Background: an optimization exercise with open tools, aiming at small area, a short achievable clock period and few clock cycles per item. Do not read the settings as production practice. The RTL was checked by simulation tests, not by an equivalence proof against the original design. Power figures rest on the tool's default switching activity, not on a simulated workload.

$ cat design/flow/design.v
`timescale 1ns / 1ps
module MD5(
    input clk,
    input rst_n,
    input hash_en,
    input rst_en,
    input w_en,
    input [2:0] w_addr,
    input [63:0] w_data,
    input r_addr,
    output wire [63:0] r_data,
    output wire hash_rdy
);
    wire [31:0] F_bcd;
    wire [31:0] G_bcd;
    wire [31:0] H_bcd;
    wire [31:0] I_bcd;
    wire [31:0] f_sum;
    reg [31:0] f;
    reg [3:0] g;
    reg [1:0] state;
    reg [31:0] A;
    reg [31:0] B;
    reg [31:0] C;
    reg [31:0] D;
    reg [5:0] cnt;
    reg [31:0] M [15:0];
    reg [31:0] hash [3:0];
    integer i;
    localparam IDLE = 2'b00;
    localparam COMPUTE = 2'b01;
    localparam ADD = 2'b10;
    function [31:0] k;
        input [5:0] idx;
        begin
            case (idx)
                6'd0:  k = 32'hd76aa478; 6'd1:  k = 32'he8c7b756; 6'd2:  k = 32'h242070db; 6'd3:  k = 32'hc1bdceee;
                6'd4:  k = 32'hf57c0faf; 6'd5:  k = 32'h4787c62a; 6'd6:  k = 32'ha8304613; 6'd7:  k = 32'hfd469501;
                6'd8:  k = 32'h698098d8; 6'd9:  k = 32'h8b44f7af; 6'd10: k = 32'hffff5bb1; 6'd11: k = 32'h895cd7be;
                6'd12: k = 32'h6b901122; 6'd13: k = 32'hfd987193; 6'd14: k = 32'ha679438e; 6'd15: k = 32'h49b40821;
                6'd16: k = 32'hf61e2562; 6'd17: k = 32'hc040b340; 6'd18: k = 32'h265e5a51; 6'd19: k = 32'he9b6c7aa;
                6'd20: k = 32'hd62f105d; 6'd21: k = 32'h02441453; 6'd22: k = 32'hd8a1e681; 6'd23: k = 32'he7d3fbc8;
                6'd24: k = 32'h21e1cde6; 6'd25: k = 32'hc33707d6; 6'd26: k = 32'hf4d50d87; 6'd27: k = 32'h455a14ed;
                6'd28: k = 32'ha9e3e905; 6'd29: k = 32'hfcefa3f8; 6'd30: k = 32'h676f02d9; 6'd31: k = 32'h8d2a4c8a;
                6'd32: k = 32'hfffa3942; 6'd33: k = 32'h8771f681; 6'd34: k = 32'h6d9d6122; 6'd35: k = 32'hfde5380c;
                6'd36: k = 32'ha4beea44; 6'd37: k = 32'h4bdecfa9; 6'd38: k = 32'hf6bb4b60; 6'd39: k = 32'hbebfbc70;
                6'd40: k = 32'h289b7ec6; 6'd41: k = 32'heaa127fa; 6'd42: k = 32'hd4ef3085; 6'd43: k = 32'h04881d05;
                6'd44: k = 32'hd9d4d039; 6'd45: k = 32'he6db99e5; 6'd46: k = 32'h1fa27cf8; 6'd47: k = 32'hc4ac5665;
                6'd48: k = 32'hf4292244; 6'd49: k = 32'h432aff97; 6'd50: k = 32'hab9423a7; 6'd51: k = 32'hfc93a039;
                6'd52: k = 32'h655b59c3; 6'd53: k = 32'h8f0ccc92; 6'd54: k = 32'hffeff47d; 6'd55: k = 32'h85845dd1;
                6'd56: k = 32'h6fa87e4f; 6'd57: k = 32'hfe2ce6e0; 6'd58: k = 32'ha3014314; 6'd59: k = 32'h4e0811a1;
                6'd60: k = 32'hf7537e82; 6'd61: k = 32'hbd3af235; 6'd62: k = 32'h2ad7d2bb; default: k = 32'heb86d391;
            endcase
        end
    endfunction
    function [4:0] s;
        input [5:0] idx;
        begin
            case ({idx[5:4], idx[1:0]})
                4'b0000: s = 5'd7;  4'b0001: s = 5'd12; 4'b0010: s = 5'd17; 4'b0011: s = 5'd22;
                4'b0100: s = 5'd5;  4'b0101: s = 5'd9;  4'b0110: s = 5'd14; 4'b0111: s = 5'd20;
                4'b1000: s = 5'd4;  4'b1001: s = 5'd11; 4'b1010: s = 5'd16; 4'b1011: s = 5'd23;
                4'b1100: s = 5'd6;  4'b1101: s = 5'd10; 4'b1110: s = 5'd15; default: s = 5'd21;
            endcase
        end
    endfunction
    always @ (posedge clk, negedge rst_n) begin
        if (~rst_n) begin
            state <= IDLE;
            cnt <= 6'b000000;
            for (i = 0; i < 16; i = i + 1)
                M[i] <= 32'd0;
            hash[3] <= 32'h67452301;
            hash[2] <= 32'hefcdab89;
            hash[1] <= 32'h98badcfe;
            hash[0] <= 32'h10325476;
            A <= 0;
            B <= 0;
            C <= 0;
            D <= 0;
        end
        else begin
            case(state)
                IDLE:
                begin
                    if (w_en) begin
                        {M[{w_addr, 1'b1}], M[{w_addr, 1'b0}]} <= {w_data[7:0], w_data[15:8], w_data[23:16], w_data[31:24], w_data[39:32], w_data[47:40], w_data[55:48], w_data[63:56]};
                    end
                    if (hash_en) begin
                        state <= COMPUTE;
                        A <= rst_en ? 32'h67452301 : hash[3];
                        B <= rst_en ? 32'hefcdab89 : hash[2];
                        C <= rst_en ? 32'h98badcfe : hash[1];
                        D <= rst_en ? 32'h10325476 : hash[0];
                        if (rst_en) begin
                            hash[3] <= 32'h67452301;
                            hash[2] <= 32'hefcdab89;
                            hash[1] <= 32'h98badcfe;
                            hash[0] <= 32'h10325476;
                        end
                    end
                end
                COMPUTE:
                begin
                    cnt <= cnt + 1;
                    if (cnt == 63) begin
                        state <= ADD;
                    end
                    A <= D;
                    D <= C;
                    C <= B;
                    B <= B + ((f_sum << s(cnt)) | (f_sum >> (32 - s(cnt))));  
                end
                ADD:
                begin
                    state <= IDLE;
                    hash[3] <= A + hash[3];
                    hash[2] <= B + hash[2];
                    hash[1] <= C + hash[1];
                    hash[0] <= D + hash[0];
                end
                default:
                    state <= IDLE;
            endcase
        end
    end
    assign F_bcd = ((B & C) | ((~B) & D));
    assign G_bcd = ((B & D) | (C & (~D)));
    assign H_bcd = (B ^ C ^ D);
    assign I_bcd = (C ^ (B | (~D)));
    always @ (*) begin
        if (cnt < 16) begin
            f = F_bcd;
            g = cnt;
        end
        else if (cnt < 32) begin
            f = G_bcd;
            g = 5 * cnt + 1;
        end
        else if (cnt < 48) begin
            f = H_bcd;
            g = 3 * cnt + 5;
        end
        else begin
            f = I_bcd;
            g = 7 * cnt;
        end
    end
    assign f_sum = (f + A + k(cnt) + M[g]);
    assign hash_rdy = (state == IDLE);
    assign r_data = r_addr ? {hash[3], hash[2]} : {hash[1], hash[0]};
endmodule
$ cat design/flow/run.sh
#!/bin/bash
# synth_recipe.tcl (not shown) runs the flow's synth.tcl, then flattens the netlist and writes it again
# the make line also repeats each setting of config.mk as NAME=value (left out here)
make -C /OpenROAD-flow-scripts/flow DESIGN_CONFIG=/design/flow/config.mk WORK_HOME=/design/flow/orfs CLKGATE_MAP_FILE= SYNTH_SCRIPT=/design/flow/synth_recipe.tcl finish
$ cat design/flow/config.mk
export PLATFORM = sky130hd
export DESIGN_NAME = MD5
export DESIGN_NICKNAME = MD5
export VERILOG_FILES = /design/flow/design.v
export SDC_FILE = /design/flow/constraint.sdc
export NUM_CORES = 4
export LEC_CHECK = 0
export CAP_MARGIN = 20
export CORE_MARGIN = 2
export CORE_UTILIZATION = 40
export SLEW_MARGIN = 20
$ cat design/flow/constraint.sdc
create_clock -name core_clock -period 12.0 [get_ports {clk}]
set_input_delay 2.4000 -clock core_clock [delete_from_list [all_inputs] [get_ports {clk}]]
set_output_delay 2.4000 -clock core_clock [all_outputs]
set_load 0.01 [all_outputs]
==> run_summary.xml <==
<?xml version="1.0" encoding="UTF-8"?>
<metrics>
  <group name="die">
    <metric name="die_h" unit="µm">367</metric>
    <metric name="placeableCoreArea" unit="µm²">131000</metric>
    <metric name="total_die_area" unit="µm²">135000</metric>
    <metric name="starting_utilization_of_the_core_area" unit="%">40.2</metric>
    <metric name="std_cell_rows" unit="">133</metric>
    <metric name="design.portCount" unit="">138</metric>
    <metric name="dieWidth" unit="µm">367</metric>
  </group>
  <group name="setup_path">
    <metric name="arrival_time_worst_endpoint" unit="ps">11830</metric>
    <metric name="startpoint" unit="">cnt[0]</metric>
    <metric name="critical_path.max_fanout" unit="">39</metric>
    <metric name="path_common_cell" unit="">a21oi_1</metric>
    <metric name="buffer_and_inverter_count_on_the_worst_path" unit="">4</metric>
    <metric name="worst_reg2reg_path_endpoint" unit="">B[26]</metric>
    <metric name="worst-endpoint-required" unit="ps">12540</metric>
    <metric name="worstRegToRegCells" unit="">40</metric>
    <metric name="crit_path_max_incr_delay" unit="ps">680</metric>
    <metric name="critPathLaunchType" unit="">register</metric>
    <metric name="crit_path_end_kind" unit="">register</metric>
    <metric name="crit_slowest_cell" unit="">nor2_4</metric>
    <metric name="critical_path.endpoint" unit="">B[26]</metric>
    <metric name="timing.critical_path.max_delay_family" unit="">compound AO/OA/AOI/OAI gates</metric>
    <metric name="crit_path_depth" unit="">40</metric>
    <metric name="worst-setup-path-type" unit="">reg -&gt; reg</metric>
    <metric name="r2r_start" unit="">cnt[0]</metric>
    <metric name="ff2ff_setup_slack" unit="ps">710</metric>
  </group>
  <group name="timing">
    <metric name="tightest_slew" unit="ps">1150</metric>
    <metric name="fmax" unit="MHz">88.6</metric>
    <metric name="report.final.slew_viol_count" unit="">0</metric>
    <metric name="final-hold-violation-count" unit="">0</metric>
    <metric name="finalSetupViolations" unit="">0</metric>
    <metric name="max-slew-margin-rel" unit="%">22.9</metric>
    <metric name="clock_skew" unit="ps">72.4</metric>
    <metric name="setup_total_negative_slack" unit="ps">0</metric>
    <metric name="timing.final.crit_period" unit="ps">11290</metric>
    <metric name="layout_worst_path_cycle_share" unit="%">94.1</metric>
    <metric name="rsz0062_at_grt" unit="">no</metric>
  </group>
  <group name="pwr">
    <metric name="p_per_area" unit="nW/µm²">96.8</metric>
    <metric name="cellLeakagePower" unit="nW">26.6</metric>
    <metric name="vdd_drop_max" unit="µV">118</metric>
  </group>
  <group name="run">
    <metric name="max_cap_check_violation_count" unit="">0</metric>
  </group>
  <group name="place">
    <metric name="dpl-instance-area" unit="µm²">56200</metric>
    <metric name="port_buffers" unit="">137</metric>
    <metric name="replace_congestion" unit="">1.00</metric>
    <metric name="detailedPlacementHpwl" unit="mm">142</metric>
  </group>
  <group name="route">
    <metric name="detailedRoute.firstIterationViolations" unit="">4629</metric>
    <metric name="wl" unit="mm">202</metric>
    <metric name="drt-pass1-iter-count" unit="">7</metric>
    <metric name="num_vias" unit="">45800</metric>
    <metric name="drt-vias-per-instance" unit="">6.25</metric>
    <metric name="detail_route.wl_per_cell" unit="µm">27.6</metric>
    <metric name="postRouteAntennaNets" unit="">0</metric>
    <metric name="drc_errors" unit="">0</metric>
  </group>
  <group name="synth">
    <metric name="synth_sequential_area_ratio" unit="%">36.9</metric>
    <metric name="mappedNetlistArea" unit="µm²">52800</metric>
    <metric name="syn_avg_cell_area" unit="µm²">9.60</metric>
    <metric name="ff_latch_count_synth" unit="">776</metric>
    <metric name="synth-edff-count" unit="">0</metric>
    <metric name="mappedNetlistNets" unit="">5875</metric>
    <metric name="ys_async_sr_fraction" unit="%">100</metric>
    <metric name="synthFlopType" unit="">dfrtp_1</metric>
    <metric name="syn-instance-count" unit="">5505</metric>
    <metric name="synthDistinctLibCells" unit="">96</metric>
    <metric name="yosysWarnings" unit="">3</metric>
  </group>
  <group name="cells_and_area">
    <metric name="finish.net_count" unit="">5873</metric>
    <metric name="sequential_cell_area" unit="µm²">19500</metric>
    <metric name="final_layout_size_suffix_gt1_share" unit="%">18.9</metric>
    <metric name="finalInstanceArea" unit="µm²">59600</metric>
    <metric name="mostFrequentLayoutCell" unit="">dfrtp_1</metric>
    <metric name="mostFrequentLayoutCells" unit="">708 x dfrtp_1, 587 x mux2_2, 435 x o21ai_0, 422 x nand2_1, 411 x a21oi_1</metric>
    <metric name="n_fill_cell" unit="">12400</metric>
    <metric name="multi_input_comb_area" unit="µm²">31700</metric>
    <metric name="syn_to_final_growth" unit="%">12.7</metric>
  </group>
  <group name="global_route">
    <metric name="antenna_found_initial" unit="">11</metric>
    <metric name="grt_pass1_wl" unit="mm">300</metric>
    <metric name="grt_start_max_net_pins" unit="">165</metric>
    <metric name="vias_in_the_first_global_route" unit="">44500</metric>
    <metric name="grt_usage" unit="%">29.4</metric>
    <metric name="globalRoute.totalOverflow" unit="">0</metric>
  </group>
  <group name="clocking">
    <metric name="clkSinkCount" unit="">776</metric>
    <metric name="postCtsHoldBufs" unit="">0</metric>
    <metric name="clock_tree_from_tritoncts" unit="">yes</metric>
    <metric name="cts.root.buffer_cell" unit="">clkbuf_16</metric>
    <metric name="ctsHtreeMaxLevel" unit="">3</metric>
    <metric name="worstSkewPairLatency" unit="ps">740</metric>
    <metric name="total_cts_buffers" unit="">90</metric>
    <metric name="cts.path.max_buffers" unit="">3</metric>
    <metric name="clk_pin_slew" unit="ps">60</metric>
  </group>
  <group name="hold_path">
    <metric name="min-delay-path-class" unit="">reg -&gt; reg</metric>
  </group>
  <group name="run_status">
    <metric name="run_status" unit="">complete, no violations</metric>
  </group>
</metrics>
sequential cells by signal, indices dropped and copies added, names as in the netlist:
| name | flops |
|---|---|
| A | 32 |
| B | 32 |
| C | 32 |
| D | 32 |
| M | 512 |
| cnt | 6 |
| hash | 128 |
| state | 2 |
per-stage QoR:
stage | setup WS, ps | cells | hold slack, ps | util, % | power (mW)
floorplan | 1050 | 5505 | 474 | - | 2.69
global placement | 837 | 7155 | 483 | 42.8 | 2.81
detailed placement | 711 | 7157 | 490 | 42.8 | 2.81
CTS | 670 | 7316 | 503 | 45.3 | 5.82
global route | 20.6 | 7325 | 510 | 45.4 | 5.93
finish | 712 | 7331 | 503 | 45.4 | 5.77
area by class of cell:
type,count,area share (%)
clock inverters,37,1.07
repair buffers,256,4.01
well taps,1755,3.69
diodes,6,0.0252
flip-flops and latches,776,32.8
multi-input cells,4243,53.2
clock buffers,122,4.35
inverters,136,0.857
worst register-to-register path: cells and delay by family, from the launching register on:
family | cells | cell delay (ps)
buffers and inverters | 4 | 1130
adder cells (fa/ha/maj) | 6 | 2370
XOR/XNOR | 2 | 350
multiplexers | 4 | 1070
flip-flops | 1 | 340
AND/OR/NAND/NOR | 7 | 2020
AO/OA/AOI/OAI | 17 | 3850
worst min path at each step:
stage	depth (start not counted)	to	start	slack, ps
finish	1	M[0][30]	M[0][30]	500
global route	1	M[10][0]	M[10][0]	510
CTS	1	M[0][30]	M[0][30]	500
detailed placement	1	M[0][30]	M[0][30]	490
global placement	1	M[11][19]	M[11][19]	480
floorplan	1	M[5][31]	M[5][31]	470
synth_stat cells, drive strengths merged (31+ instances only):
cell type	n	area share, %
o31ai	54	0.77
nor3b	63	0.90
o211ai	72	1.0
dfrtp	712	34
dfstp	64	3.2
and3	31	0.37
a31oi	55	0.65
fa	72	2.7
o21ai	441	4.2
nor3	130	1.3
or2	44	0.52
buf	61	0.53
or3	35	0.41
xnor2	124	2.1
o21a	42	0.60
mux2i	103	2.0
a21oi	412	3.9
nor2b	33	0.39
nand3	98	0.93
inv	131	0.93
mux2	588	13
a21o	76	1.1
a211oi	77	1.1
nand2	429	3.0
nand2b	51	0.60
clkbuf	290	2.1
ha	225	5.3
xor2	82	1.4
a22o	50	0.83
a22oi	56	0.80
a221oi	79	1.3
nor2	365	2.6
logic make-up after synthesis:
group	synth area share, %
compound gates	20.6
xor+xnor	3.58
fa+ha+maj	8.08
buf+inv	3.56
flops	36.9
mux	15.3
simple gates	12.0
what timing repair did:
item	in CTS	in global routing
setup buffers	0	8
setup endpoints to repair	0	8
gates resized for setup	0	4
routing by layer:
metal | track usage [%] | routed length, µm
met1 | 40.9 | 88800
met2 | 45.0 | 89400
met3 | 4.57 | 14100
met4 | 12.9 | 9630
met5 | 0 | 136
power by group:
| group | total (mW) | switching, mW | internal (mW) |
|---|---|---|---|
| sequential | 2.62 | 0 | 2.62 |
| combinational | 0.143 | 0.104 | 0.0389 |
| clock | 3.01 | 1.24 | 1.77 |
| total | 5.77 | 1.34 | 4.42 |
Testbench counts, summed over its fixed seeds: cycles 28,032, blocks 384.

==> static timing again, ports no longer ideal <==
How much do the figures lean on ideal ports? The routed layout below was timed once more, with nothing changed but the port constraints.
Step 1: set_driving_cell puts a clkbuf_16 on clk and a buf_2 on each other input, an assumption about the parent block.
Step 2 also shifts input and output timing later by t, the mid clock arrival at the registers, as if the neighbouring blocks saw the same clock.
Slacks: no drivers / after step 1 / after step 2; pairs: no drivers / after step 1.
shift t [ns]: 0.787
slack for setup (ns): 0.712 / 0.712 / 0.712
hold slack, ns: 0.503 / 0.503 / 0.503
clock arrival spread, ns: 0.072 / 0.072
worst slew at a driven data input, ns: 0.12
After both steps setup and hold are still met in this run. The setup slack of this run moves by 0.000 ns with the drivers and by 0.000 ns with both steps.
